This is an optimization exercise on Yosys and OpenROAD, whose aim is small area, not a production implementation.
Function was checked by simulation only, so behaviour that the tests miss may differ from the original.

--- config.mk ---
export PLATFORM = sky130hd
export DESIGN_NAME = viterbi_decoder
export DESIGN_NICKNAME = viterbi_decoder
export VERILOG_FILES = /design/flow/design.v
export SDC_FILE = /design/flow/constraint.sdc
export NUM_CORES = 4
export LEC_CHECK = 0
export CAP_MARGIN = 20
export CELL_PAD_IN_SITES_DETAIL_PLACEMENT = 1
export CORE_MARGIN = 2
export CORE_UTILIZATION = 40
export CTS_CLUSTER_DIAMETER = 100
export CTS_CLUSTER_SIZE = 30
export PLACE_DENSITY = 0.5
export SLEW_MARGIN = 20
export SYNTH_HIERARCHICAL = 1
--- constraint.sdc ---
create_clock -name core_clock -period 4.5 [get_ports {clk}]
set_input_delay 0.9000 -clock core_clock [delete_from_list [all_inputs] [get_ports {clk}]]
set_output_delay 0.9000 -clock core_clock [all_outputs]
set_load 0.01 [all_outputs]
--- design.v ---
`timescale 1ns / 1ps
module ACS(
    input  logic       rst,
    input  logic       clk,
    input  logic       enable,
    input  logic [5:0] cand0,
    input  logic [5:0] cand1,
    input  logic       add_pos,
    output logic [5:0] MN_out,
    output logic [5:0] MN_out_n,
    output logic       decision
    );
    logic [5:0] r;
    logic       c;
    always_comb begin
        c = 1'b1;
        for (int i = 0; i < 6; i++) begin
            r[i] = cand0[i] ^ ~cand1[i] ^ c;
            c = (cand0[i] & ~cand1[i]) | (cand0[i] & c) | (~cand1[i] & c);
        end
    end
    assign decision = ~r[5] | ((r == 6'b100000) & add_pos);
    metric_register state_metric (.rst, .clk, .take1(enable & decision), .take0(enable & ~decision),
                                  .hold(~enable), .cand1, .cand0, .MN(MN_out), .MN_n(MN_out_n));
endmodule
module metric_register(
    input  logic       rst,
    input  logic       clk,
    input  logic       take1,
    input  logic       take0,
    input  logic       hold,
    input  logic [5:0] cand1,
    input  logic [5:0] cand0,
    output logic [5:0] MN,
    output logic [5:0] MN_n
    );
    always_ff @(posedge clk, posedge rst)
    begin
        if (rst)
            MN_n <= '0;
        else
            MN_n <= ~(({6{take1}} & cand1) | ({6{take0}} & cand0) | ({6{hold}} & MN));
    end
    assign MN = ~MN_n;
endmodule
module decision_pair0(
    input  logic [5:0]        M0_n,
    input  logic [5:0]        M1_n,
    input  logic signed [4:0] e,
    output logic              decision
    );
    logic signed [5:0] delta;
    assign delta = M1_n - M0_n;
    assign decision = (delta >= e);
endmodule
`timescale 1ns / 1ps
module branch_metric_unit(
    input  logic              rst,
    input  logic              clk,
    input  logic              enable,
    input  logic [2:0]        y1,
    input  logic [2:0]        y2,
    output logic signed [4:0] e,
    output logic signed [3:0] g,
    output logic signed [3:0] h,
    output logic              fneg
    );
    logic [5:0]        address;
    logic signed [4:0] e_n;
    logic signed [3:0] g_n, h_n;
    logic              fneg_n;
    assign address = {y2, y1};
    bm_table table_lookup (.address(address), .e_n(e_n), .g_n(g_n), .h_n(h_n), .fneg_n(fneg_n));
    always_ff @(posedge clk)
    begin
        if (enable) begin
            e    <= e_n;
            g    <= g_n;
            h    <= h_n;
            fneg <= fneg_n;
        end
    end
endmodule
module bm_table(address, e_n, g_n, h_n, fneg_n);
  input [5:0] address;
  output [4:0] e_n;
  output [3:0] g_n;
  output [3:0] h_n;
  output [0:0] fneg_n;
  wire _000_, _001_, _002_, _003_, _004_, _005_, _006_, _007_, _008_, _009_, _010_, _011_, _012_, _013_, _014_, _015_, _016_, _017_, _018_, _019_, _020_, _021_, _022_, _023_, _024_, _025_, _026_, _027_, _028_, _029_, _030_, _031_, _032_, _033_, _034_, _035_, _036_, _037_, _038_, _039_, _040_, _041_, _042_, _043_, _044_, _045_, _046_, _047_, _048_, _049_, _050_, _051_, _052_, _053_, _054_, _055_, _056_, _057_, _058_, _059_, _060_, _061_, _062_, _063_, _064_, _065_, _066_, _067_, _068_, _069_, _070_, _071_, _072_, _073_, _074_, _075_, _076_, _077_, _078_, _079_, _080_, _081_, _082_, _083_, _084_, _085_, _086_, _087_, _088_, _089_, _090_, _091_, _092_, _093_, _094_, _095_, _096_, _097_, _098_, _099_, _100_, _101_, _102_, _103_, _104_, _105_, _106_, _107_, _108_, _109_, _110_, _111_, _112_, _113_, _114_, _115_, _116_, _117_, _118_, _119_, _120_, _121_, _122_;
  assign _051_ = address[0] & address[3];
  assign _052_ = address[4] ^ address[3];
  assign _053_ = address[0] & ~(_052_);
  assign _054_ = _053_ | address[1];
  assign _055_ = address[0] & ~(address[3]);
  assign _056_ = address[4] & ~(_055_);
  assign _057_ = _054_ & ~(_056_);
  assign _058_ = ~(address[0] | address[3]);
  assign _059_ = ~(address[5] | address[2]);
  assign _060_ = _059_ & ~(_058_);
  assign _061_ = _057_ | ~(_060_);
  assign _062_ = address[5] & address[2];
  assign _063_ = ~(address[4] | address[1]);
  assign _064_ = address[4] & address[1];
  assign _065_ = ~(_064_ | _063_);
  assign _066_ = ~(_065_ | _051_);
  assign _067_ = ~(_066_ | _058_);
  assign _068_ = _062_ & ~(_067_);
  assign _069_ = ~address[5];
  assign _070_ = address[4] | ~(address[1]);
  assign _071_ = _070_ | _069_;
  assign _072_ = ~(_071_ | _068_);
  assign _073_ = _061_ & ~(_072_);
  assign _074_ = ~(_073_ | _051_);
  assign _075_ = address[2] & ~(_051_);
  assign _076_ = _063_ | address[5];
  assign _077_ = _076_ | _075_;
  assign _078_ = address[2] & ~(_077_);
  assign _079_ = ~address[2];
  assign _080_ = _064_ & ~(_079_);
  assign _081_ = _063_ & ~(_069_);
  assign _082_ = _081_ | _080_;
  assign _083_ = ~(_058_ | _051_);
  assign _084_ = _082_ & ~(_083_);
  assign _085_ = _084_ | _078_;
  assign _086_ = ~(_085_ | _074_);
  assign _087_ = _062_ & ~(_052_);
  assign _088_ = _087_ & ~(_065_);
  assign _089_ = address[3] & ~(address[0]);
  assign _090_ = address[1] & ~(_089_);
  assign _091_ = ~address[4];
  assign _092_ = address[2] | ~(address[5]);
  assign _093_ = _092_ | _091_;
  assign _094_ = ~(_093_ | _090_);
  assign _095_ = _094_ & _067_;
  assign _096_ = _095_ | _088_;
  assign h_n[0] = _086_ & ~(_096_);
  assign _097_ = _088_ & _058_;
  assign h_n[3] = address[2] & ~(_097_);
  assign _098_ = ~(_064_ & _060_);
  assign _099_ = ~(_062_ | _059_);
  assign _100_ = _098_ & ~(_099_);
  assign _101_ = _064_ ? _060_ : _077_;
  assign _102_ = _059_ ? _051_ : _058_;
  assign _103_ = _065_ & ~(_083_);
  assign _104_ = _102_ ? _063_ : _103_;
  assign _105_ = _081_ | address[2];
  assign _106_ = _104_ & ~(_105_);
  assign _107_ = _101_ & ~(_106_);
  assign e_n[2] = ~(_107_ ^ _068_);
  assign _108_ = e_n[2] & ~(_100_);
  assign e_n[4] = _108_ | _062_;
  assign _109_ = ~_083_;
  assign _110_ = ~_103_;
  assign _111_ = _079_ ? _063_ : _064_;
  assign _112_ = _111_ | _099_;
  assign e_n[0] = _112_ ? _109_ : _110_;
  assign g_n[3] = address[5] & ~(_097_);
  assign _113_ = _067_ & _062_;
  assign _114_ = _066_ & ~(_100_);
  assign _115_ = _114_ | _104_;
  assign e_n[1] = _115_ | _113_;
  assign _116_ = address[3] & ~(address[4]);
  assign _117_ = _062_ | _116_;
  assign _118_ = ~(_117_ & _090_);
  assign _119_ = address[2] & ~(address[4]);
  assign _120_ = _119_ & ~(_104_);
  assign _121_ = _118_ & ~(_120_);
  assign _122_ = ~address[1];
  assign _000_ = address[4] & ~(address[5]);
  assign _001_ = _000_ | _122_;
  assign _002_ = _071_ & ~(_001_);
  assign _003_ = ~(address[0] | address[2]);
  assign _004_ = _003_ & ~(_002_);
  assign _005_ = _094_ & ~(_004_);
  assign _006_ = ~(_000_ | address[0]);
  assign _007_ = _122_ & ~(_006_);
  assign _008_ = _007_ | _079_;
  assign _009_ = _002_ | address[3];
  assign _010_ = _008_ & ~(_009_);
  assign _011_ = _010_ | _005_;
  assign _012_ = _121_ & ~(_011_);
  assign g_n[1] = ~_012_;
  assign _013_ = ~(_099_ | _057_);
  assign fneg_n = _092_ & ~(_013_);
  assign _014_ = address[5] | ~(address[1]);
  assign _015_ = _014_ | _056_;
  assign _016_ = ~(address[1] | address[2]);
  assign _017_ = _069_ & ~(_051_);
  assign _018_ = address[5] & ~(_058_);
  assign _019_ = _091_ & ~(_018_);
  assign _020_ = ~(_019_ | _017_);
  assign _021_ = _020_ | ~(_016_);
  assign _022_ = _021_ & ~(h_n[3]);
  assign h_n[2] = _015_ & ~(_022_);
  assign _023_ = _121_ | address[5];
  assign _024_ = _000_ | _094_;
  assign _025_ = _024_ | _097_;
  assign g_n[2] = _023_ & ~(_025_);
  assign _026_ = _013_ | _063_;
  assign _027_ = e_n[0] | _079_;
  assign _028_ = _026_ & ~(_027_);
  assign _029_ = _063_ & ~(address[2]);
  assign _030_ = _029_ & ~(_083_);
  assign _031_ = _058_ & ~(_014_);
  assign _032_ = _055_ & ~(_092_);
  assign _033_ = _032_ | _031_;
  assign _034_ = _033_ | _030_;
  assign _035_ = _034_ | _004_;
  assign _036_ = _035_ | _028_;
  assign _037_ = _054_ & ~(_002_);
  assign _038_ = _079_ & ~(_012_);
  assign _039_ = _038_ ^ _037_;
  assign g_n[0] = _039_ | _036_;
  assign _040_ = _107_ | _068_;
  assign e_n[3] = _100_ ? _040_ : e_n[2];
  assign _041_ = _103_ & ~(_086_);
  assign _042_ = ~(_016_ & address[4]);
  assign _043_ = address[5] & ~(_116_);
  assign _044_ = ~(_043_ | address[0]);
  assign _045_ = ~(_044_ & _042_);
  assign _046_ = _080_ ? _015_ : _045_;
  assign _047_ = _020_ & ~(address[1]);
  assign _048_ = _062_ & _056_;
  assign _049_ = ~(_048_ | _047_);
  assign _050_ = ~(_049_ & _046_);
  assign h_n[1] = _050_ | _041_;
endmodule
`timescale 1ns / 1ps
module state_metric_unit(
    input  logic              rst,
    input  logic              clk,
    input  logic              enable,
    input  logic signed [4:0] e,
    input  logic              fneg,
    input  logic signed [3:0] g,
    input  logic signed [3:0] h,
    output logic [7:0]        decision,
    output logic              decision0_out
    );
    function automatic logic [5:0] add6(input logic [5:0] a, input logic [5:0] b);
        logic       c;
        logic [5:0] s;
        c = 1'b0;
        for (int i = 0; i < 6; i++) begin
            s[i] = a[i] ^ b[i] ^ c;
            c = (a[i] & b[i]) | (a[i] & c) | (b[i] & c);
        end
        add6 = s;
    endfunction
    logic [5:0] M0, M1, M2, M3, M4, M5, M6, M7;
    logic [5:0] M0_n, M1_n;
    logic [5:0] e6, g6, h6;
    logic [5:0] M0e, M1e, M6e, M7e;
    logic [5:0] M2g, M2h, M3g, M3h, M4g, M4h, M5g, M5h;
    logic [7:1] dec;
    logic       d0;
    assign e6 = {e[4], e};
    assign g6 = {{2{g[3]}}, g};
    assign h6 = {{2{h[3]}}, h};
    assign M0e = add6(M0, e6);
    assign M1e = add6(M1, e6);
    assign M6e = add6(M6, e6);
    assign M7e = add6(M7, e6);
    assign M2g = add6(M2, g6);
    assign M2h = add6(M2, h6);
    assign M3g = add6(M3, g6);
    assign M3h = add6(M3, h6);
    assign M4g = add6(M4, g6);
    assign M4h = add6(M4, h6);
    assign M5g = add6(M5, g6);
    assign M5h = add6(M5, h6);
    decision_pair0 dp0     (.M0_n, .M1_n, .e, .decision(d0));
    assign decision0_out = d0;
    metric_register acs0 (.rst, .clk, .take1(enable & d0), .take0(enable & ~d0), .hold(~enable),
                          .cand1(M1e), .cand0(M0), .MN(M0), .MN_n(M0_n));
    ACS acs1 (.rst, .clk, .enable, .cand0(M2g), .cand1(M3h), .add_pos(fneg),  .MN_out(M1), .MN_out_n(M1_n), .decision(dec[1]));
    ACS acs2 (.rst, .clk, .enable, .cand0(M4h), .cand1(M5g), .add_pos(~fneg), .MN_out(M2), .MN_out_n(), .decision(dec[2]));
    ACS acs3 (.rst, .clk, .enable, .cand0(M6e), .cand1(M7),  .add_pos(~e[4]), .MN_out(M3), .MN_out_n(), .decision(dec[3]));
    ACS acs4 (.rst, .clk, .enable, .cand0(M0e), .cand1(M1),  .add_pos(~e[4]), .MN_out(M4), .MN_out_n(), .decision(dec[4]));
    ACS acs5 (.rst, .clk, .enable, .cand0(M2h), .cand1(M3g), .add_pos(~fneg), .MN_out(M5), .MN_out_n(), .decision(dec[5]));
    ACS acs6 (.rst, .clk, .enable, .cand0(M4g), .cand1(M5h), .add_pos(fneg),  .MN_out(M6), .MN_out_n(), .decision(dec[6]));
    ACS acs7 (.rst, .clk, .enable, .cand0(M6),  .cand1(M7e), .add_pos(e[4]),  .MN_out(M7), .MN_out_n(), .decision(dec[7]));
    assign decision = {dec[7:1], d0};
endmodule
`timescale 1ns / 1ps
module survivor_path_stage
    (input  logic         rst,
     input  logic         clk,
     input  logic         hold,
     input  logic [7 : 0] take1,
     input  logic [7 : 0] take0,
     input  logic [7 : 0] data_in,
     output logic [7 : 0] reg_data);
    logic [7:0] next_data;
    always_comb
        for (int s = 0; s < 8; s++)
            next_data[s] = ~((take1[s] & data_in[2*(s%4)+1]) |
                             (take0[s] & data_in[2*(s%4)]) |
                             (hold & reg_data[s]));
    always_ff @(posedge clk)
    begin
        reg_data <= next_data;
    end
endmodule
`timescale 1ns / 1ps
module survivor_path
    (input  logic         rst,
     input  logic         clk,
     input  logic         enable,
     input  logic         full,
     input  logic [7 : 0] data_in,
     output logic         out0,
     output logic         out1);
    logic       pol, hold;
    logic [7:0] take1, take0;
    logic [7:0] r0, stage0_next;
    logic [7:0] st [0:19];
    always_ff @(posedge clk, posedge rst)
    begin
        if (rst)
            pol <= 1'b0;
        else
            pol <= ~pol;
    end
    assign hold  = ~enable;
    assign take1 = {8{enable}} & data_in;
    assign take0 = {8{enable}} & ~data_in;
    assign stage0_next = ~(({8{enable}} & (data_in ^ {8{pol}})) | ({8{hold}} & r0));
    always_ff @(posedge clk)
    begin
        r0 <= stage0_next;
    end
    assign st[0] = r0;
    for (genvar k = 1; k < 20; k++) begin : stage
        survivor_path_stage u (.rst, .clk, .hold, .take1, .take0, .data_in(st[k-1]), .reg_data(st[k]));
    end
    assign out0 = full & (pol ^ st[19][0]);
    assign out1 = full & (pol ^ st[19][1]);
endmodule
`timescale 1ns / 1ps
module viterbi_decoder(
    input  logic       rst,
    input  logic       clk,
    input  logic       enable,
    input  logic [2:0] y1,
    input  logic [2:0] y2,
    output logic       decoded_bit
    );
logic       enable_dly1, enable_dly2, enable_dly3;
logic signed [4:0] e;
logic              fneg;
logic signed [3:0] g, h;
logic [7:0] decision;
logic       decision0_out, out0, out1;
always_ff @(posedge clk, posedge rst)
begin
    if(rst) begin
        enable_dly1 <= 1'b0;
        enable_dly2 <= 1'b0;
        enable_dly3 <= 1'b0;
    end
    else begin
        enable_dly1 <= enable;
        enable_dly2 <= enable_dly1;
        enable_dly3 <= enable_dly2;
    end
end
logic [4:0] advances;
logic       full;
assign full = (advances == 5'd20);
always_ff @(posedge clk, posedge rst)
begin
    if (rst)
        advances <= '0;
    else if (enable_dly3 && !full)
        advances <= advances + 5'd1;
end
branch_metric_unit BMU (.rst(rst), .clk(clk), .enable(enable_dly2), .y1(y1), .y2(y2),
                        .e(e), .g(g), .h(h), .fneg(fneg));
state_metric_unit SMU (.rst(rst), .clk(clk), .enable(enable_dly3),
                       .e(e), .g(g), .h(h), .fneg(fneg), .decision(decision),
                       .decision0_out(decision0_out));
survivor_path survivor_path_unit (.rst(rst), .clk(clk), .enable(enable_dly3), .full(full),
                                  .data_in(decision), .out0(out0), .out1(out1));
assign decoded_bit = decision0_out ? out1 : out0;
endmodule
--- run.sh ---
#!/bin/bash
# synth_recipe.tcl (not shown) runs the flow's synth.tcl, then flattens the netlist and writes it again
# the make line also repeats each setting of config.mk as NAME=value (left out here)
make -C /OpenROAD-flow-scripts/flow DESIGN_CONFIG=/design/flow/config.mk WORK_HOME=/design/flow/orfs CLKGATE_MAP_FILE= SYNTH_SCRIPT=/design/flow/synth_recipe.tcl finish
==> results_dict.tcl, run 1 <==
set metrics [dict create \
    status "complete, no violations" \
    syn-cell-area_mm2 0.01122 \
    final.setup_skew_ns 0.03519 \
    layout_setup_ws_ns 0.2021 \
    ios 10 \
    grt_pass1_vias 8187 \
    fmax_mhz 232.7 \
    fin_crit_sh 0.9551 \
    yosysWarnings 15 \
    gp_congestion 0.8631 \
    area_growth_pct 10.13 \
    cp-start-kind "flop" \
    worstHoldStart "enable_dly1" \
    reg2reg_to "survivor_path_unit.stage[4].u.reg_data[2]" \
    place_ws_ns 0.1399 \
    max_cap_viol_count 0 \
    slew_headroom 0.3084 \
    grt_pass1_wl_um 48550 \
    grtUsageTotal 0.2119 \
    final_layout_size_suffix_gt1_frac 0.08190 \
    drt-wirelength-per-cell_um 23.43 \
    reg2regPathDepth 12 \
    nFillCells 2844 \
    dieArea_mm2 0.02940 \
    holdPathStages 0 \
    fin_tns_setup_ns 0 \
    die_y_um 171.5 \
    cts_tree "done" \
    viasPerCell 6.111 \
    tightest_slew_ns 1.037 \
    cp_max_fo 5 \
    hold_end "enable_dly2" \
    fin_nets 1054 \
    numClockSinks 221 \
    grt-ovfl-total 0 \
    stdcell_count 1307 \
    min_path_type "reg2reg" \
    final-setup-viol-count 0 \
    rrSetupSlack_ns 0.20 \
    first_pass_iters 9 \
    clock_path_buffers 3 \
    post-route-drc-count 0 \
    syn_area_per_cell_um2 12.51 \
    antenna_found_initial 0 \
    post-route-min-period_ns 4.298 \
    wirelength_um 30620 \
    dpl.cell_count 1279 \
    holdWs_ns 0.3513 \
    num_rows 61 \
    r2r_start "BMU.h[0]" \
    hold_viol_final 0 \
    cts_max_level 1 \
    hpwl_um 21270 \
    final_antenna_net_count 0 \
    slew_viol_final 0 \
    cp.required_ns 4.87 \
    die_w_um 171.5 \
    vias 7987 \
    initial_core_util 0.4049 \
    worstSetupPathType "reg2reg" \
    cts_inserted_buffers 12 \
    crit_path_end_kind "flop" \
    io_buffers 9 \
    syn-num-nets 1027 \
    grt_max_degree 104 \
    clk_pin_slew_ns 0.11 \
    critical_path_arrival_ns 4.67 \
    coreArea_mm2 0.02771 \
    clk_latency_ns 0.50 \
    clockRootBuffer "clkbuf_16" \
    drt_iter0_drc 1287 \
    netlist_instances 897 \
]
==> worst max-delay path by stage <==
stage,slack (ns),startpoint,to
6_report,0.20,BMU.h[0],survivor_path_unit.stage[4].u.reg_data[2]
3_5_place_dp,0.14,BMU.g[0],survivor_path_unit.stage[17].u.reg_data[5]
2_1_floorplan,0.39,BMU.h[0],survivor_path_unit.stage[10].u.reg_data[2]
3_3_place_gp,0.20,BMU.h[0],survivor_path_unit.stage[8].u.reg_data[2]
5_1_grt,-0.02,BMU.g[0],survivor_path_unit.stage[3].u.reg_data[5]
4_1_cts,0.13,BMU.g[0],survivor_path_unit.stage[17].u.reg_data[1]
==> cell type report <==
| type | count | area, um^2 | share of cell area |
|---|---|---|---|
| Multi-Input combinational cell | 519 | 5758 | 0.4661 |
| Sequential cell | 221 | 4850 | 0.3925 |
| Inverter | 129 | 486.7 | 0.03940 |
| Tap cell | 378 | 473.0 | 0.03828 |
| Timing Repair Buffer | 41 | 385.4 | 0.03119 |
| Clock buffer | 15 | 342.8 | 0.02775 |
| Clock inverter | 3 | 56.30 | 0.004557 |
| Antenna cell | 1 | 2.502 | 0.0002026 |
==> worst max-delay path, cell delays in order, from the launching register on <==
cell,delay (ns)
edfxtp_1,0.50
ha_2,0.24
fa_1,0.43
fa_1,0.43
fa_1,0.43
fa_1,0.53
inv_1,0.06
fa_1,0.54
nand4_1,0.16
o21ai_4,0.24
nor2_2,0.11
buf_6,0.22
a222oi_1,0.31
==> cells in the final DEF (no fill, tap or decap), drive strengths merged, types with 14 or more instances in the layout <==
master / n
edfxtp: 14
ha: 44
buf: 32
and2: 23
dfxtp: 150
inv: 131
nor2: 27
clkbuf: 15
fa: 77
a222oi: 191
o21ai: 18
dfrtp: 57
nand2: 18
xor3: 19
==> state kept, by name, indices dropped and copies added, names as in the netlist <==
signal and count:
SMU.acs5.state_metric.MN_n 6, SMU.acs2.state_metric.MN_n 6, survivor_path_unit.r0 8, enable_dly2 1, SMU.acs6.state_metric.MN_n 6, BMU.e 5, survivor_path_unit.pol 1, advances 5
SMU.acs3.state_metric.MN_n 6, enable_dly3 1, SMU.acs0.MN_n 6, enable_dly1 1, BMU.g 4, SMU.acs7.state_metric.MN_n 6, BMU.fneg 1, survivor_path_unit.stage.u.reg_data 142
BMU.h 4, SMU.acs4.state_metric.MN_n 6, SMU.acs1.state_metric.MN_n 6
==> what timing repair did <==
action                     CTS  global route
pin swaps                    0            10
hold buffers                 0             0
setup endpoints to repair    1            45
buffers inserted             0             5
gates cloned                 0             4
resized for setup            3            23
==> metal layers <==
metal | global-route usage | share of wire | vias to the layer above
met5 | 0 | 0 | -
met4 | 0.02837 | 0.0097 | 0
met3 | 0.02025 | 0.045 | 21
met2 | 0.3232 | 0.44 | 198
met1 | 0.3329 | 0.50 | 4161
li1 | - | - | 3607
==> metrics by stage <==
| stage | util | cell area, um^2 |
|---|---|---|
| floorplan | - | 11220 |
| global placement | 0.4268 | 11830 |
| detailed placement | 0.4268 | 11830 |
| CTS | 0.4412 | 12220 |
| global route | 0.4458 | 12350 |
| finish | 0.4459 | 12350 |
==> run 2, diff against run 1 <==
--- a/config.mk
+++ b/config.mk
@@ -6,11 +6,9 @@
 export NUM_CORES = 4
 export LEC_CHECK = 0
 export CAP_MARGIN = 20
-export CELL_PAD_IN_SITES_DETAIL_PLACEMENT = 1
 export CORE_MARGIN = 2
 export CORE_UTILIZATION = 40
 export CTS_CLUSTER_DIAMETER = 100
 export CTS_CLUSTER_SIZE = 30
-export PLACE_DENSITY = 0.5
 export SLEW_MARGIN = 20
 export SYNTH_HIERARCHICAL = 1
==> run 2 against run 1 <==
Against the previous run: register-to-register slack worse by 0.08 ns; non-clock buffer count is 2 higher; sequential share of layout area is 0.15 points higher; worst hold slack better by 0.0068 ns; clock-buffer cell count is 1 lower; highest routed layer unchanged; first-iteration DRC count is 0.16% higher; sequential cell count stayed put; cell count stayed put.
==> results_dict.tcl, run 2 <==
set metrics [dict create \
    clk_pin_slew_ns 0.11 \
    holdPathStages 0 \
    clockRootBuffer "clkbuf_16" \
    hpwl_um 18850 \
    vias 7960 \
    cpLargestDelayFamily "adder cells" \
    nFillCells 2560 \
    min_path_type "reg2reg" \
    antenna_found_initial 0 \
    cp_slowest_stage_delay_ns 0.50 \
    cp_cell_sequence "buf_4 > ha_1 > fa_1 > inv_1 > fa_1 > fa_1 > fa_1 > fa_1 > nand4_1 > o21ai_2 > buf_4 > and2_1 > a222oi_1" \
    crit_path_top_delay_cell "fa_1" \
    netlist_instances 897 \
    max_cap_viol_count 0 \
    fin_crit_sh 0.9729 \
    cts_max_level 1 \
    final.setup_skew_ns 0.02819 \
    die_y_um 171.5 \
    grt-ovfl-total 0 \
    cp_max_fo 6 \
    reg2regPathDepth 13 \
    post-route-min-period_ns 4.378 \
    worstSetupPathType "reg2reg" \
    clk_latency_ns 0.49 \
    grt_pass1_wl_um 43660 \
    path_buf_inv 3 \
    coreArea_mm2 0.02771 \
    post-route-drc-count 0 \
    grt_use_met2 0.2914 \
    wirelength_um 27200 \
    postLayoutCellArea_mm2 0.01231 \
    gp_congestion 0.8995 \
    final_antenna_net_count 0 \
    diodes 0 \
    r2r_start "BMU.e[0]" \
    drt_iter0_drc 1289 \
    slew_viol_final 0 \
    top_usage_layer "met2" \
    area_growth_pct 9.715 \
    critical_path_arrival_ns 4.73 \
    multi_input_area_mm2 0.005736 \
    mostFrequentLayoutCells "191 x a222oi_1, 150 x dfxtp_1, 127 x inv_1" \
    crit_path_end_kind "flop" \
    rrSetupSlack_ns 0.12 \
    met3_usage 0.02669 \
    rsz0062_at_grt "true" \
    ios 10 \
    die_w_um 171.5 \
    grt_max_degree 108 \
    syn-num-nets 1027 \
    final-setup-viol-count 0 \
    dieArea_mm2 0.02940 \
    fin_nets 1056 \
    cp_common_cell "fa_1" \
    hold_end "enable_dly2" \
    worstHoldStart "enable_dly1" \
    tightest_slew_ns 1.039 \
    final_common_cell "a222oi_1" \
    seq_area_mm2 0.004850 \
    hold_viol_final 0 \
    io_buffers 9 \
    cts_inserted_buffers 12 \
    num_rows 61 \
    fmax_mhz 228.4 \
    grtUsageTotal 0.1871 \
    fin_tns_setup_ns 0 \
    syn-cell-area_mm2 0.01122 \
    top_regs "survivor_path_unit.stage.u.reg_data x142, survivor_path_unit.r0 x8" \
    clock_path_buffers 3 \
    reg2reg_to "SMU.acs3.state_metric.MN_n[2]" \
    top_register "survivor_path_unit.stage.u.reg_data" \
    syn_area_per_cell_um2 12.51 \
    use_met1 0.2760 \
    slew_headroom 0.3073 \
    largest_reg_flops 142 \
    yosysWarnings 15 \
    viasPerCell 6.090 \
    first_pass_iters 8 \
    initial_core_util 0.4049 \
    placed_cell_area_mm2 0.01179 \
    status "complete, no violations" \
    numClockSinks 221 \
    final_layout_size_suffix_gt1_frac 0.07750 \
    cts_tree "done" \
    grt_pass1_vias 7822 \
    cp-start-kind "flop" \
    drt-wirelength-per-cell_um 20.81 \
    cp.required_ns 4.85 \
]
[run 2: cell type report]
cell class,instances,share of cell area
multi-input cells,519,0.4660
well taps,378,0.03843
inverters,129,0.03954
flip-flops and latches,221,0.3940
clock buffers,14,0.02674
repair buffers,43,0.03060
clock inverters,3,0.004676
[run 2: per-stage QoR]
stage / hold WS, ns / utilization / instances / setup slack, ns
6_report: 0.3581 / 0.4442 / 1307 / 0.1220
5_1_grt: 0.3810 / 0.4442 / 1307 / -0.07453
4_1_cts: 0.3607 / 0.4397 / 1295 / 0.01163
3_5_place_dp: 0.3371 / 0.4256 / 1278 / 0.01247
3_3_place_gp: 0.3314 / 0.4256 / 1278 / 0.05567
2_1_floorplan: 0.3312 / - / 897 / 0.3898
[run 2: worst register-to-register path, delay by kind of cell (launching register included)]
family,cells,cell delay (ns)
adder cells (fa/ha/maj),6,2.46
AO/OA/AOI/OAI,2,0.50
flip-flops,1,0.49
buffers and inverters,3,0.42
AND/OR/NAND/NOR,2,0.36
[run 2: worst max-delay path by stage]
| stage | start | to | slack (ns) | cells after the start |
|---|---|---|---|---|
| 6_report | BMU.e[0] | SMU.acs3.state_metric.MN_n[2] | 0.12 | 13 |
| 5_1_grt | BMU.e[0] | survivor_path_unit.stage[14].u.reg_data[3] | -0.07 | 13 |
| 4_1_cts | SMU.acs1.state_metric.MN_n[0] | decoded_bit | 0.01 | 12 |
| 3_5_place_dp | BMU.h[0] | survivor_path_unit.stage[9].u.reg_data[2] | 0.01 | 11 |
| 3_3_place_gp | BMU.h[0] | survivor_path_unit.stage[7].u.reg_data[2] | 0.06 | 11 |
| 2_1_floorplan | BMU.h[0] | survivor_path_unit.stage[10].u.reg_data[2] | 0.39 | 11 |
[run 2: per-layer routing]
layer	wire, um	vias up	share of wire
li1	-	3586	-
met1	12810	4059	0.47
met2	12250	282	0.45
met3	1680	33	0.062
met4	458	0	0.017
met5	0	-	0
[run 2: repair_timing]
item,in CTS,in global routing
hold buffers,0,0
resized for setup,2,9
setup endpoints to repair,14,17
cloned,0,1
hold endpoints to repair,0,0
pin swaps,0,5
setup buffers,0,11
==> run 3, diff against run 2 <==
--- a/config.mk
+++ b/config.mk
@@ -5,10 +5,10 @@
 export SDC_FILE = /design/flow/constraint.sdc
 export NUM_CORES = 4
 export LEC_CHECK = 0
-export CAP_MARGIN = 20
+export CAP_MARGIN = 5
 export CORE_MARGIN = 2
 export CORE_UTILIZATION = 40
 export CTS_CLUSTER_DIAMETER = 100
 export CTS_CLUSTER_SIZE = 30
-export SLEW_MARGIN = 20
+export SLEW_MARGIN = 5
 export SYNTH_HIERARCHICAL = 1
==> run 3 against run 2 <==
Against the previous run: critical path depth unchanged; register-to-register slack about the same; via count unchanged; sequential share of layout area unchanged; synthesized cell count unchanged; non-clock buffer count unchanged; utilization unchanged.
==> results_dict.tcl, run 3 <==
set metrics [dict create \
    cp_cell_sequence "buf_4 > ha_1 > fa_1 > inv_1 > fa_1 > fa_1 > fa_1 > fa_1 > nand4_1 > o21ai_2 > buf_4 > and2_1 > a222oi_1" \
    reg2regPathDepth 13 \
    fin_crit_sh 0.9729 \
    clock_path_buffers 3 \
    wirelength_um 27200 \
    syn-num-nets 1027 \
    slew_headroom 0.3073 \
    top_register "survivor_path_unit.stage.u.reg_data" \
    grtUsageTotal 0.1871 \
    cp_common_cell "fa_1" \
    cp_max_fo 6 \
    gp_congestion 0.8995 \
    final.setup_skew_ns 0.02819 \
    holdPathStages 0 \
    top_regs "survivor_path_unit.stage.u.reg_data x142, survivor_path_unit.r0 x8" \
    netlist_instances 897 \
    grt_pass1_vias 7822 \
    cp_slowest_stage_delay_ns 0.50 \
    dieArea_mm2 0.02940 \
    grt_max_degree 108 \
    path_buf_inv 3 \
    final-setup-viol-count 0 \
    rrSetupSlack_ns 0.12 \
    area_growth_pct 9.715 \
    hold_viol_final 0 \
    post-route-drc-count 0 \
    numClockSinks 221 \
    slew_viol_final 0 \
    largest_reg_flops 142 \
    crit_path_end_kind "flop" \
    crit_path_top_delay_cell "fa_1" \
    initial_core_util 0.4049 \
    cts_inserted_buffers 12 \
    drt-wirelength-per-cell_um 20.81 \
    clockRootBuffer "clkbuf_16" \
    cp-start-kind "flop" \
    die_y_um 171.5 \
    coreArea_mm2 0.02771 \
    cts_max_level 1 \
    cp.depth 13 \
    yosysWarnings 15 \
    io_buffers 9 \
    clk_latency_ns 0.49 \
    tightest_slew_ns 1.039 \
    viasPerCell 6.090 \
    grt_pass1_wl_um 43660 \
    num_rows 61 \
    fin_tns_setup_ns 0 \
    die_w_um 171.5 \
    fin_util 0.4442 \
    first_pass_iters 8 \
    critical_path_arrival_ns 4.73 \
    syn_area_per_cell_um2 12.51 \
    post-route-min-period_ns 4.378 \
    vias 7960 \
    diodes 0 \
    final_antenna_net_count 0 \
    final_layout_size_suffix_gt1_frac 0.07750 \
    clk_pin_slew_ns 0.11 \
    hpwl_um 18850 \
    rsz0062_at_grt "true" \
    cp.required_ns 4.85 \
    final_common_cell "a222oi_1" \
    mostFrequentLayoutCells "191 x a222oi_1, 150 x dfxtp_1, 127 x inv_1" \
    ios 10 \
    holdWs_ns 0.3581 \
    worstSetupPathType "reg2reg" \
    min_path_type "reg2reg" \
    syn-cell-area_mm2 0.01122 \
    antenna_found_initial 0 \
    grt-ovfl-total 0 \
    status "complete, no violations" \
    cpLargestDelayFamily "adder cells" \
    layout_setup_ws_ns 0.1220 \
    fmax_mhz 228.4 \
    drt_iter0_drc 1289 \
    max_cap_viol_count 0 \
    cts_tree "done" \
    fin_nets 1056 \
    place_ws_ns 0.01247 \
]
[run 3: layout make-up]
type,instances,area [um^2]
fillers,2560,15400
repair buffers,43,376.6
clock buffers,14,329.1
clock inverters,3,57.56
flip-flops and latches,221,4850
multi-input cells,519,5736
inverters,129,486.7
well taps,378,473.0
[run 3: worst paths after layout]
path | endpoint | from
setup / recovery | SMU.acs3.state_metric.MN_n[2] | BMU.e[0]
hold / removal | enable_dly2 | enable_dly1
hold reg to reg | enable_dly2 | enable_dly1
setup reg to reg | SMU.acs3.state_metric.MN_n[2] | BMU.e[0]
max in group asynchronous | advances[3] | rst
min in group asynchronous | survivor_path_unit.pol | rst
[run 3: what timing repair did]
action | CTS | global route
endpoints found under the hold margin | 0 | 0
pin swaps | 0 | 5
gates resized for setup | 2 | 9
endpoints found under the setup margin | 14 | 17
gates cloned | 0 | 1
hold buffers | 0 | 0
setup buffers | 0 | 11
[run 3: routing by layer]
layer / part of all wire / vias to the layer above / GRT usage
met5: 0 / - / 0
met4: 0.017 / 0 / 0.04311
met3: 0.062 / 33 / 0.02669
met2: 0.45 / 282 / 0.2914
met1: 0.47 / 4059 / 0.2760
li1: - / 3586 / -
[run 3: metrics by stage]
stage	std cells	cell area, um^2
floorplan	897	11220
global placement	1278	11790
detailed placement	1278	11790
CTS	1295	12180
global route	1307	12310
finish	1307	12310
==> run 4, diff against run 3 <==
--- a/config.mk
+++ b/config.mk
@@ -5,10 +5,10 @@
 export SDC_FILE = /design/flow/constraint.sdc
 export NUM_CORES = 4
 export LEC_CHECK = 0
-export CAP_MARGIN = 5
+export CAP_MARGIN = 20
 export CORE_MARGIN = 2
-export CORE_UTILIZATION = 40
+export CORE_UTILIZATION = 55
 export CTS_CLUSTER_DIAMETER = 100
 export CTS_CLUSTER_SIZE = 30
-export SLEW_MARGIN = 5
+export SLEW_MARGIN = 20
 export SYNTH_HIERARCHICAL = 1
==> run 4 against run 3 <==
Against the previous run: via count increased by 1.3%; critical endpoint is now survivor_path_unit.stage[17].u.reg_data[5]; fmax decreased by 0.31%; non-clock buffer count decreased by 2; synthesized area unchanged; global-route usage increased by 7.8 points; still clean on timing, DRC and antenna; die area decreased by 27%; largest cell class unchanged; worst setup slack got worse by 0.013 ns; highest routed layer unchanged; worst hold slack improved by 0.0046 ns; register-to-register slack about the same; synthesized cell count unchanged.
==> results_dict.tcl, run 4 <==
set metrics [dict create \
    vias 8066 \
    final_layout_size_suffix_gt1_frac 0.07767 \
    grt_pass1_wl_um 45250 \
    post-route-drc-count 0 \
    cts_inserted_buffers 11 \
    syn-cell-area_mm2 0.01122 \
    initial_core_util 0.5580 \
    use_met1 0.3875 \
    slew_headroom 0.2969 \
    min_path_type "reg2reg" \
    cp_slowest_stage_delay_ns 0.54 \
    crit_path_end_kind "flop" \
    drt-wirelength-per-cell_um 23.76 \
    grt_max_degree 108 \
    clockRootBuffer "clkbuf_16" \
    coreArea_mm2 0.02010 \
    syn-num-nets 1027 \
    rsz0062_at_grt "true" \
    max_cap_viol_count 0 \
    placed_cell_area_mm2 0.01169 \
    grt-ovfl-total 0 \
    antenna_found_initial 0 \
    holdWs_ns 0.3628 \
    syn_area_per_cell_um2 12.51 \
    cp-start-kind "flop" \
    top_usage_layer "met2" \
    critical_path_arrival_ns 4.75 \
    nFillCells 1651 \
    diodes 0 \
    clk_latency_ns 0.48 \
    grt_pass1_vias 8121 \
    cpLargestDelayFamily "adder cells" \
    tightest_slew_ns 1.055 \
    top_regs "survivor_path_unit.stage.u.reg_data x142, survivor_path_unit.r0 x8" \
    final-setup-viol-count 0 \
    postLayoutCellArea_mm2 0.01211 \
    post-route-min-period_ns 4.391 \
    final_common_cell "a222oi_1" \
    final_antenna_net_count 0 \
    fmax_mhz 227.7 \
    cts_max_level 1 \
    gp_congestion 0.9021 \
    hold_viol_final 0 \
    ios 10 \
    cp_cell_sequence "buf_4 > ha_1 > fa_1 > fa_1 > fa_1 > fa_1 > inv_1 > fa_1 > nand4_1 > o21ai_2 > nor2_1 > buf_4 > a222oi_1" \
    first_pass_iters 14 \
    numClockSinks 221 \
    largest_reg_flops 142 \
    area_growth_pct 7.963 \
    clk_pin_slew_ns 0.11 \
    yosysWarnings 15 \
    hpwl_um 20200 \
    top_register "survivor_path_unit.stage.u.reg_data" \
    die_w_um 146.8 \
    multi_input_area_mm2 0.005757 \
    fin_crit_sh 0.9759 \
    slew_viol_final 0 \
    io_buffers 9 \
    drt_iter0_drc 1616 \
    fin_tns_setup_ns 0 \
    crit_path_top_delay_cell "fa_1" \
    final.setup_skew_ns 0.02094 \
    num_rows 52 \
    cp_max_fo 17 \
    grtUsageTotal 0.2652 \
    met3_usage 0.05839 \
    cp.required_ns 4.86 \
    fin_nets 1053 \
    status "complete, no violations" \
    viasPerCell 6.739 \
    path_buf_inv 3 \
    wirelength_um 28440 \
    mostFrequentLayoutCells "191 x a222oi_1, 150 x dfxtp_1, 127 x inv_1" \
    grt_use_met2 0.4096 \
    seq_area_mm2 0.004850 \
    cp_common_cell "fa_1" \
    cts_tree "done" \
    clock_path_buffers 3 \
    dieArea_mm2 0.02155 \
    netlist_instances 897 \
    worstSetupPathType "reg2reg" \
    die_y_um 146.8 \
]
run 4: per-stage QoR:
| stage | worst slack (ns) | utilization | instances |
|---|---|---|---|
| finish | 0.1086 | 0.6024 | 1197 |
| global route | -0.03428 | 0.6024 | 1197 |
| CTS | 0.02496 | 0.5971 | 1189 |
| detailed placement | 0.1352 | 0.5812 | 1172 |
| global placement | 0.1706 | 0.5812 | 1172 |
| floorplan | 0.3898 | - | 897 |
run 4: what timing repair did:
item                                    in CTS  in global routing
endpoints found under the setup margin       1                 36
hold buffers                                 0                  0
buffers inserted                             0                  6
gates resized for setup                      2                 15
pin swaps                                    0                 13
cloned                                       0                  2
run 4: layout make-up:
type	count	area share
clock inverter	3	0.002273
clock buffer	14	0.02366
tap	270	0.02789
inverter	129	0.04019
sequential	221	0.4004
multi-input combinational	519	0.4753
timing repair buffer	41	0.03027
run 4: path summary, 6_finish.rpt:
path / start / to / slack [ns] / cells after the start
min in group asynchronous: rst / survivor_path_unit.pol / 1.09 / 2
min: enable_dly1 / enable_dly2 / 0.36 / 0
max reg2reg: BMU.h[0] / survivor_path_unit.stage[17].u.reg_data[5] / 0.11 / 13
min reg2reg: enable_dly1 / enable_dly2 / 0.36 / 0
max in group asynchronous: rst / advances[4] / 2.94 / 2
max: BMU.h[0] / survivor_path_unit.stage[17].u.reg_data[5] / 0.11 / 13
run 4: layer usage:
| metal | routed length (um) | part of all wire |
|---|---|---|
| met1 | 12310 | 0.43 |
| met2 | 13010 | 0.46 |
| met3 | 2688 | 0.095 |
| met4 | 437 | 0.015 |
| met5 | 0 | 0 |
==> run 5, diff against run 4 <==
--- a/config.mk
+++ b/config.mk
@@ -7,7 +7,7 @@
 export LEC_CHECK = 0
 export CAP_MARGIN = 20
 export CORE_MARGIN = 2
-export CORE_UTILIZATION = 55
+export CORE_UTILIZATION = 65
 export CTS_CLUSTER_DIAMETER = 100
 export CTS_CLUSTER_SIZE = 30
 export SLEW_MARGIN = 20
==> run 5 against run 4 <==
Against the previous run: clock skew rose by 0.0050 ns; still clean on timing, DRC and antenna; worst hold slack got worse by 0.0070 ns; cell area fell by 0.80%; highest routed layer unchanged; largest cell class unchanged; global-route usage rose by 5.0 points; via count rose by 1.5%; cell count fell by 4.3%; utilization rose by 10 points.
==> results_dict.tcl, run 5 <==
set metrics [dict create \
    status "complete, no violations" \
    max_cap_viol_count 0 \
    num_rows 48 \
    cts_tree "done" \
    yosysWarnings 15 \
    cp_max_fo 17 \
    die_w_um 135.4 \
    tightest_slew_ns 0.8655 \
    grt-ovfl-total 0 \
    startpoint "BMU.g[0]" \
    cp_cell_sequence "ha_1 > fa_1 > fa_1 > fa_1 > fa_1 > inv_1 > fa_1 > xor3_1 > o21ai_2 > buf_4 > and2_1 > buf_4 > a222oi_1" \
    min_path_type "reg2reg" \
    ios 10 \
    grtUsageTotal 0.3155 \
    final_layout_size_suffix_gt1_frac 0.07492 \
    hold_viol_final 0 \
    netlist_instances 897 \
    stdcell_count 1146 \
    final_common_cell "a222oi_1" \
    clock_path_buffers 3 \
    cts_inserted_buffers 11 \
    fin_util 0.7044 \
    top_register "survivor_path_unit.stage.u.reg_data" \
    grt_pass1_vias 8175 \
    cp-start-kind "flop" \
    vias 8188 \
    grt_pass1_wl_um 45170 \
    mostFrequentLayoutCells "191 x a222oi_1, 150 x dfxtp_1, 127 x inv_1" \
    coreArea_mm2 0.01706 \
    critical_path_arrival_ns 4.67 \
    slew_headroom 0.4230 \
    cp.required_ns 4.86 \
    crit_path_top_delay_cell "fa_1" \
    numClockSinks 221 \
    first_pass_iters 11 \
    post-route-drc-count 0 \
    r2r_start "BMU.g[0]" \
    wirelength_um 27850 \
    post-route-min-period_ns 4.317 \
    syn_area_per_cell_um2 12.51 \
    clk_latency_ns 0.48 \
    antenna_found_initial 0 \
    crit_path_end_kind "flop" \
    dpl.cell_count 1128 \
    grt_max_degree 90 \
    worstSetupPathType "reg2reg" \
    hold_buffers 0 \
    fin_crit_sh 0.9593 \
    initial_core_util 0.6577 \
    clockRootBuffer "clkbuf_16" \
    final-setup-viol-count 0 \
    slew_viol_final 0 \
    final.setup_skew_ns 0.02597 \
    worstHoldStart "enable_dly1" \
    syn-cell-area_mm2 0.01122 \
    viasPerCell 7.145 \
    die_y_um 135.4 \
    final_antenna_net_count 0 \
    dieArea_mm2 0.01833 \
    rsz0062_at_grt "false" \
    largest_reg_flops 142 \
    area_growth_pct 7.105 \
    syn-num-nets 1027 \
    cpLargestDelayFamily "adder cells" \
    diodes 0 \
    cp_common_cell "fa_1" \
    io_buffers 9 \
    clk_pin_slew_ns 0.11 \
    gp_congestion 0.9177 \
    cts_max_level 1 \
    drt_iter0_drc 1493 \
    fin_nets 1048 \
    path_buf_inv 3 \
    hpwl_um 19970 \
    top_regs "survivor_path_unit.stage.u.reg_data x142, survivor_path_unit.r0 x8" \
    drt-wirelength-per-cell_um 24.30 \
    cp_slowest_stage_delay_ns 0.54 \
    fmax_mhz 231.7 \
]
## run 5: layer usage
metal / share of wire / vias up / global-route usage
li1: - / 3580 / -
met1: 0.41 / 4069 / 0.4674
met2: 0.46 / 501 / 0.4924
met3: 0.10 / 38 / 0.05948
met4: 0.019 / 0 / 0.06655
met5: 0 / - / 0
## run 5: worst paths after layout
check                                                       endpoint  slack, ns  cells after the start
max                        survivor_path_unit.stage[4].u.reg_data[6]       0.18                     13
min                                                      enable_dly2       0.36                      0
max reg2reg                survivor_path_unit.stage[4].u.reg_data[6]       0.18                     13
min reg2reg                                              enable_dly2       0.36                      0
max in group asynchronous                                enable_dly2       3.01                      2
min in group asynchronous                     survivor_path_unit.pol       1.01                      2
## run 5: timing repair
| action | in CTS | in global routing |
|---|---|---|
| endpoints found under the setup margin | 1 | 76 |
| hold endpoints to repair | 0 | 0 |
| pin swaps | 0 | 7 |
| resized for setup | 1 | 14 |
| buffers inserted | 0 | 2 |
## run 5: final cells by class
type                            count  area [um^2]
Inverter                          129        486.7
Timing Repair Buffer               36        324.1
Multi-Input combinational cell    519         5763
Clock inverter                      1        20.02
Tap cell                          225        281.5
Clock buffer                       15        290.3
Fill cell                        1244         5041
Sequential cell                   221         4850
## run 5: per-stage QoR
step           setup slack, ns  hold slack [ns]  area (um^2)  TNS [ns]
2_1_floorplan           0.3898           0.3312        11220         0
3_3_place_gp           -0.1407           0.3351        11640    -3.786
3_5_place_dp           0.04635           0.3347        11640         0
4_1_cts                0.01153           0.3564        11950         0
5_1_grt               0.005382           0.3787        12020         0
6_report                0.1834           0.3558        12020         0
## run 5: worst register-to-register path, cell delays in order, from the launching register on
cell and delay (ns):
edfxtp_1 0.47, ha_1 0.25, fa_1 0.42, fa_1 0.44, fa_1 0.43, fa_1 0.54, inv_1 0.06, fa_1 0.42
xor3_1 0.22, o21ai_2 0.08, buf_4 0.16, and2_1 0.13, buf_4 0.20, a222oi_1 0.39
==> run 6, diff against run 5 <==
--- a/design.v
+++ b/design.v
@@ -71,9 +71,15 @@
     logic              fneg_n;
     assign address = {y2, y1};
     bm_table table_lookup (.address(address), .e_n(e_n), .g_n(g_n), .h_n(h_n), .fneg_n(fneg_n));
-    always_ff @(posedge clk)
+    always_ff @(posedge clk, posedge rst)
     begin
-        if (enable) begin
+        if (rst) begin
+            e    <= '0;
+            g    <= '0;
+            h    <= '0;
+            fneg <= 1'b0;
+        end
+        else if (enable) begin
             e    <= e_n;
             g    <= g_n;
             h    <= h_n;
@@ -298,9 +304,12 @@
             next_data[s] = ~((take1[s] & data_in[2*(s%4)+1]) |
                              (take0[s] & data_in[2*(s%4)]) |
                              (hold & reg_data[s]));
-    always_ff @(posedge clk)
+    always_ff @(posedge clk, posedge rst)
     begin
-        reg_data <= next_data;
+        if (rst)
+            reg_data <= '0;
+        else
+            reg_data <= next_data;
     end
 endmodule
 `timescale 1ns / 1ps
@@ -308,7 +317,6 @@
     (input  logic         rst,
      input  logic         clk,
      input  logic         enable,
-     input  logic         full,
      input  logic [7 : 0] data_in,
      output logic         out0,
      output logic         out1);
@@ -327,16 +335,19 @@
     assign take1 = {8{enable}} & data_in;
     assign take0 = {8{enable}} & ~data_in;
     assign stage0_next = ~(({8{enable}} & (data_in ^ {8{pol}})) | ({8{hold}} & r0));
-    always_ff @(posedge clk)
+    always_ff @(posedge clk, posedge rst)
     begin
-        r0 <= stage0_next;
+        if (rst)
+            r0 <= '0;
+        else
+            r0 <= stage0_next;
     end
     assign st[0] = r0;
     for (genvar k = 1; k < 20; k++) begin : stage
         survivor_path_stage u (.rst, .clk, .hold, .take1, .take0, .data_in(st[k-1]), .reg_data(st[k]));
     end
-    assign out0 = full & (pol ^ st[19][0]);
-    assign out1 = full & (pol ^ st[19][1]);
+    assign out0 = pol ^ st[19][0];
+    assign out1 = pol ^ st[19][1];
 endmodule
 `timescale 1ns / 1ps
 module viterbi_decoder(
@@ -366,22 +377,12 @@
         enable_dly3 <= enable_dly2;
     end
 end
-logic [4:0] advances;
-logic       full;
-assign full = (advances == 5'd20);
-always_ff @(posedge clk, posedge rst)
-begin
-    if (rst)
-        advances <= '0;
-    else if (enable_dly3 && !full)
-        advances <= advances + 5'd1;
-end
 branch_metric_unit BMU (.rst(rst), .clk(clk), .enable(enable_dly2), .y1(y1), .y2(y2),
                         .e(e), .g(g), .h(h), .fneg(fneg));
 state_metric_unit SMU (.rst(rst), .clk(clk), .enable(enable_dly3),
                        .e(e), .g(g), .h(h), .fneg(fneg), .decision(decision),
                        .decision0_out(decision0_out));
-survivor_path survivor_path_unit (.rst(rst), .clk(clk), .enable(enable_dly3), .full(full),
+survivor_path survivor_path_unit (.rst(rst), .clk(clk), .enable(enable_dly3),
                                   .data_in(decision), .out0(out0), .out1(out1));
 assign decoded_bit = decision0_out ? out1 : out0;
 endmodule
--- a/config.mk
+++ b/config.mk
@@ -7,7 +7,7 @@
 export LEC_CHECK = 0
 export CAP_MARGIN = 20
 export CORE_MARGIN = 2
-export CORE_UTILIZATION = 65
+export CORE_UTILIZATION = 40
 export CTS_CLUSTER_DIAMETER = 100
 export CTS_CLUSTER_SIZE = 30
 export SLEW_MARGIN = 20
==> run 6 against run 5 <==
Against the previous run: still clean on timing, DRC and antenna; non-clock buffer count is 2 lower; sequential share of layout area increased by 1.9 points; worst setup slack worse by 0.014 ns; wire length rose by 7.0%.
==> results_dict.tcl, run 6 <==
set metrics [dict create \
    stdcell_count 1318 \
    layout_setup_ws_ns 0.1696 \
    clk_latency_ns 0.48 \
    final_antenna_net_count 0 \
    crit_path_top_delay_cell "fa_1" \
    postLayoutCellArea_mm2 0.01279 \
    numClockSinks 216 \
    drt_iter0_drc 1413 \
    rsz0062_at_grt "false" \
    clockRootBuffer "clkbuf_16" \
    syn-cell-area_mm2 0.01197 \
    grtUsageTotal 0.1957 \
    final.setup_skew_ns 0.02076 \
    post-route-drc-count 0 \
    cts_resized 0 \
    clock_path_buffers 3 \
    slew_viol_final 0 \
    min_path_type "reg2reg" \
    critical_path_arrival_ns 4.68 \
    area_growth_pct 6.900 \
    netlist_instances 907 \
    grt_pass1_vias 8232 \
    num_rows 63 \
    r2r_start "BMU.g[0]" \
    cts_tree "done" \
    hold_buffers 0 \
    hpwl_um 20920 \
    syn-num-nets 1035 \
    vias 8229 \
    cts_inserted_buffers 11 \
    cp_common_cell "fa_1" \
    first_pass_iters 9 \
    startpoint "BMU.g[0]" \
    syn_area_per_cell_um2 13.20 \
    io_buffers 9 \
    cp.required_ns 4.85 \
    antenna_found_initial 0 \
    max_cap_viol_count 0 \
    fin_nets 1054 \
    cpLargestDelayFamily "adder cells" \
    grt_pass1_wl_um 48130 \
    drt-wirelength-per-cell_um 22.60 \
    coreArea_mm2 0.02956 \
    path_buf_inv 3 \
    final_layout_size_suffix_gt1_frac 0.07866 \
    final-setup-viol-count 0 \
    rrSetupSlack_ns 0.17 \
    top_regs "survivor_path_unit.stage.u.reg_data x142, survivor_path_unit.r0 x8" \
    ios 10 \
    gp_congestion 0.8961 \
    crit_path_end_kind "flop" \
    cp_slowest_stage_delay_ns 0.55 \
    cts_max_level 1 \
    dpl.cell_count 1303 \
    mostFrequentLayoutCells "215 x dfrtp_1, 191 x a222oi_1, 145 x inv_1" \
    wirelength_um 29790 \
    tightest_slew_ns 1.104 \
    cp_cell_sequence "ha_1 > fa_1 > fa_1 > fa_1 > fa_1 > inv_1 > fa_1 > nand4_1 > o21ai_2 > buf_4 > nor2_1 > buf_4 > a222oi_1" \
    fin_util 0.4328 \
    reg2reg_to "survivor_path_unit.stage[7].u.reg_data[6]" \
    dieArea_mm2 0.03132 \
    hold_viol_final 0 \
    diodes 0 \
    die_w_um 177.0 \
    post-cts-setup-buffers 0 \
    grt-ovfl-total 0 \
    fmax_mhz 230.9 \
    reg2regPathDepth 13 \
    cp_max_fo 17 \
    post-route-min-period_ns 4.330 \
    slew_headroom 0.2643 \
    status "complete, no violations" \
    clk_pin_slew_ns 0.11 \
    grt_max_degree 110 \
    cp.depth 13 \
    final_common_cell "dfrtp_1" \
    largest_reg_flops 142 \
    yosysWarnings 15 \
    fin_tns_setup_ns 0 \
    fin_crit_sh 0.9623 \
    top_register "survivor_path_unit.stage.u.reg_data" \
    place_ws_ns 0.02500 \
    placed_cell_area_mm2 0.01246 \
    initial_core_util 0.4049 \
    nFillCells 2697 \
    cp-start-kind "flop" \
    die_y_um 177.0 \
    viasPerCell 6.244 \
    worstSetupPathType "reg2reg" \
    endpoint "survivor_path_unit.stage[7].u.reg_data[6]" \
]
==> run 6: final cells by class <==
class / instances / area [um^2] / area share
multi-input cells: 517 / 5739 / 0.4486
flip-flops and latches: 216 / 5406 / 0.4225
inverters: 146 / 550.5 / 0.04303
well taps: 390 / 488.0 / 0.03814
repair buffers: 34 / 296.5 / 0.02318
clock buffers: 12 / 289.0 / 0.02259
clock inverters: 3 / 25.02 / 0.001956
==> run 6: worst min-delay path by stage <==
stage	startpoint	end	slack, ns	depth (start not counted)
final	enable_dly1	enable_dly2	0.36	0
after global routing	enable_dly1	enable_dly2	0.39	0
after CTS	enable_dly1	enable_dly2	0.37	0
after detailed placement	enable_dly1	enable_dly2	0.35	0
after global placement	enable_dly1	enable_dly2	0.34	0
after floorplan	enable_dly1	enable_dly2	0.33	0
==> run 6: metal layers <==
layer | part of all wire | vias to the layer above | track usage | wire length, um
met5 | 0 | - | 0 | 0
met4 | 0.022 | 0 | 0.04649 | 665
met3 | 0.078 | 42 | 0.02878 | 2325
met1 | 0.45 | 4219 | 0.2984 | 13380
met2 | 0.45 | 387 | 0.2944 | 13420
li1 | - | 3581 | - | -
==> run 6: through the flow <==
stage / hold WS [ns]
global route: 0.3916
floorplan: 0.3312
detailed placement: 0.3458
global placement: 0.3383
CTS: 0.3712
finish: 0.3641
==> run 7, diff against run 6 <==
--- a/config.mk
+++ b/config.mk
@@ -7,7 +7,7 @@
 export LEC_CHECK = 0
 export CAP_MARGIN = 20
 export CORE_MARGIN = 2
-export CORE_UTILIZATION = 40
+export CORE_UTILIZATION = 55
 export CTS_CLUSTER_DIAMETER = 100
 export CTS_CLUSTER_SIZE = 30
 export SLEW_MARGIN = 20
==> run 7 against run 6 <==
Against the previous run: still clean on timing, DRC and antenna; sequential share of layout area up 0.43 points; clock skew about the same; sequential cell count unchanged; global-route usage grew 9.3 points; die area fell by 27%; fmax up 0.77%; non-clock buffer count unchanged; cell area shrank 1.0%; synthesized cell count stayed put; clock-buffer cell count unchanged; critical path type unchanged; largest cell class unchanged; highest routed layer unchanged.
==> results_dict.tcl, run 7 <==
set metrics [dict create \
    status "complete, no violations" \
    placed_cell_area_mm2 0.01234 \
    wirelength_um 31690 \
    syn-cell-area_mm2 0.01197 \
    post-route-min-period_ns 4.297 \
    numClockSinks 216 \
    reg2reg_to "survivor_path_unit.stage[4].u.reg_data[6]" \
    hpwl_um 21910 \
    fin_tns_setup_ns 0 \
    fmax_mhz 232.7 \
    postLayoutCellArea_mm2 0.01267 \
    gp_congestion 0.8768 \
    cts_inserted_buffers 11 \
    grt-ovfl-total 0 \
    fin_util 0.5969 \
    post-cts-setup-buffers 0 \
    final.setup_skew_ns 0.02054 \
    worstSetupPathType "reg2reg" \
    viasPerCell 7.133 \
    grt_pass1_wl_um 50490 \
    coreArea_mm2 0.02122 \
    drt-wirelength-per-cell_um 26.36 \
    r2r_start "BMU.g[0]" \
    largest_reg_flops 142 \
    fin_nets 1054 \
    rrSetupSlack_ns 0.20 \
    num_rows 53 \
    diodes 0 \
    top_regs "survivor_path_unit.stage.u.reg_data x142, survivor_path_unit.r0 x8" \
    hold_buffers 0 \
    initial_core_util 0.5640 \
    io_buffers 9 \
    antenna_found_initial 1 \
    holdPathStages 0 \
    cts_tree "done" \
    reg2regPathDepth 12 \
    worstHoldStart "enable_dly1" \
    syn_area_per_cell_um2 13.20 \
    holdWs_ns 0.3647 \
    die_y_um 151.5 \
    die_w_um 151.5 \
    max_cap_viol_count 0 \
    slew_headroom 0.3462 \
    nFillCells 1725 \
    final-setup-viol-count 0 \
    yosysWarnings 15 \
    grt_pass1_vias 8891 \
    netlist_instances 907 \
    hold_end "enable_dly2" \
    critical_path_arrival_ns 4.65 \
    final_antenna_net_count 0 \
    min_path_type "reg2reg" \
    area_growth_pct 5.833 \
    tightest_slew_ns 0.9806 \
    ios 10 \
    clock_path_buffers 3 \
    clk_pin_slew_ns 0.12 \
    slew_viol_final 0 \
    cp_max_fo 17 \
    first_pass_iters 12 \
    post-route-drc-count 0 \
    cp-start-kind "flop" \
    final_common_cell "dfrtp_1" \
    grt_max_degree 100 \
    mostFrequentLayoutCells "215 x dfrtp_1, 191 x a222oi_1, 145 x inv_1" \
    drt_iter0_drc 1633 \
    rsz0062_at_grt "false" \
    hold_viol_final 0 \
    crit_path_end_kind "flop" \
    fin_crit_sh 0.9550 \
    clockRootBuffer "clkbuf_16" \
    top_register "survivor_path_unit.stage.u.reg_data" \
    dieArea_mm2 0.02296 \
    grtUsageTotal 0.2883 \
    clk_latency_ns 0.48 \
    vias 8574 \
    cp.required_ns 4.85 \
    final_layout_size_suffix_gt1_frac 0.07551 \
    syn-num-nets 1035 \
    cts_max_level 1 \
]
## run 7: timing repair
action | 4_1_cts | 5_1_grt
pin swaps | 0 | 2
setup endpoints to repair | 18 | 19
resized for setup | 1 | 4
## run 7: critical path, cell delays in order (launching register included)
cell and delay, ns:
dfrtp_1 0.47, ha_1 0.25, fa_1 0.42, fa_1 0.44, fa_1 0.43, fa_1 0.56, inv_1 0.07, fa_1 0.54
nand4_1 0.09, o21ai_2 0.23, nor2_1 0.09, buf_4 0.26, a222oi_1 0.32
## run 7: final cells by class
| cell class | count | area (um^2) | area share |
|---|---|---|---|
| Sequential cell | 216 | 5406 | 0.4268 |
| Multi-Input combinational cell | 517 | 5728 | 0.4522 |
| Clock inverter | 2 | 27.53 | 0.002173 |
| Timing Repair Buffer | 34 | 321.6 | 0.02539 |
| Tap cell | 275 | 344.1 | 0.02716 |
| Clock buffer | 12 | 289.0 | 0.02282 |
| Inverter | 146 | 550.5 | 0.04346 |
## run 7: metrics by stage
stage               cells  setup slack, ns
floorplan             907           0.4093
global placement     1188          0.09034
detailed placement   1188         -0.02984
CTS                  1202          0.09813
global route         1202        0.0002625
finish               1202           0.2027
## run 7: worst max path at each step
stage                                             start                                          to  depth (start not counted)
final                                          BMU.g[0]   survivor_path_unit.stage[4].u.reg_data[6]                         12
after global routing                           BMU.g[0]   survivor_path_unit.stage[4].u.reg_data[1]                         12
after CTS                 SMU.acs1.state_metric.MN_n[0]                                 decoded_bit                         12
after detailed placement                       BMU.h[0]   survivor_path_unit.stage[1].u.reg_data[2]                         11
after global placement                         BMU.h[0]  survivor_path_unit.stage[18].u.reg_data[2]                         11
after floorplan                                BMU.h[0]  survivor_path_unit.stage[10].u.reg_data[2]                         11
## run 7: metal layers
| metal | track usage | up-vias | part of all wire |
|---|---|---|---|
| li1 | - | 3583 | - |
| met1 | 0.4246 | 4401 | 0.42 |
| met2 | 0.4376 | 537 | 0.45 |
| met3 | 0.07096 | 53 | 0.11 |
| met4 | 0.06806 | 0 | 0.018 |
| met5 | 0 | - | 0 |

what the ideal ports hide:
The flow's constraints put no driver on any port. The routed layouts listed below were extracted and timed again, unchanged, in two steps. Step 1 sets driving cells, clkbuf_16 on the clock port and buf_2 on the other inputs (assumed; they add their load-dependent delay and slew). Step 2 also shifts input and output timing later by t, the mid clock arrival at the registers, as if the neighbouring blocks saw the same clock. a / b / c = no drivers / after step 1 / after step 2; a / b = the first two.
| run | t, ns | setup WS [ns] | worst setup path after step 2 | slew at the worst register clock pin (ns) | cell pins on the clock port's net |
|---|---|---|---|---|---|
| run 1 | 0.528 | 0.202 / 0.202 / 0.202 | register to register | 0.12 / 0.12 | 1 |
| run 2 | 0.520 | 0.122 / 0.122 / 0.122 | register to register | 0.11 / 0.11 | 1 |
| run 3 | 0.520 | 0.122 / 0.122 / 0.122 | register to register | 0.11 / 0.11 | 1 |
| run 4 | 0.512 | 0.109 / 0.109 / 0.109 | register to register | 0.11 / 0.11 | 1 |
| run 5 | 0.509 | 0.183 / 0.183 / 0.183 | register to register | 0.11 / 0.11 | 1 |
| run 6 | 0.522 | 0.170 / 0.170 / 0.170 | register to register | 0.11 / 0.11 | 1 |
| run 7 | 0.514 | 0.203 / 0.203 / 0.203 | register to register | 0.12 / 0.12 | 1 |
After both steps setup and hold are still met in every run listed.
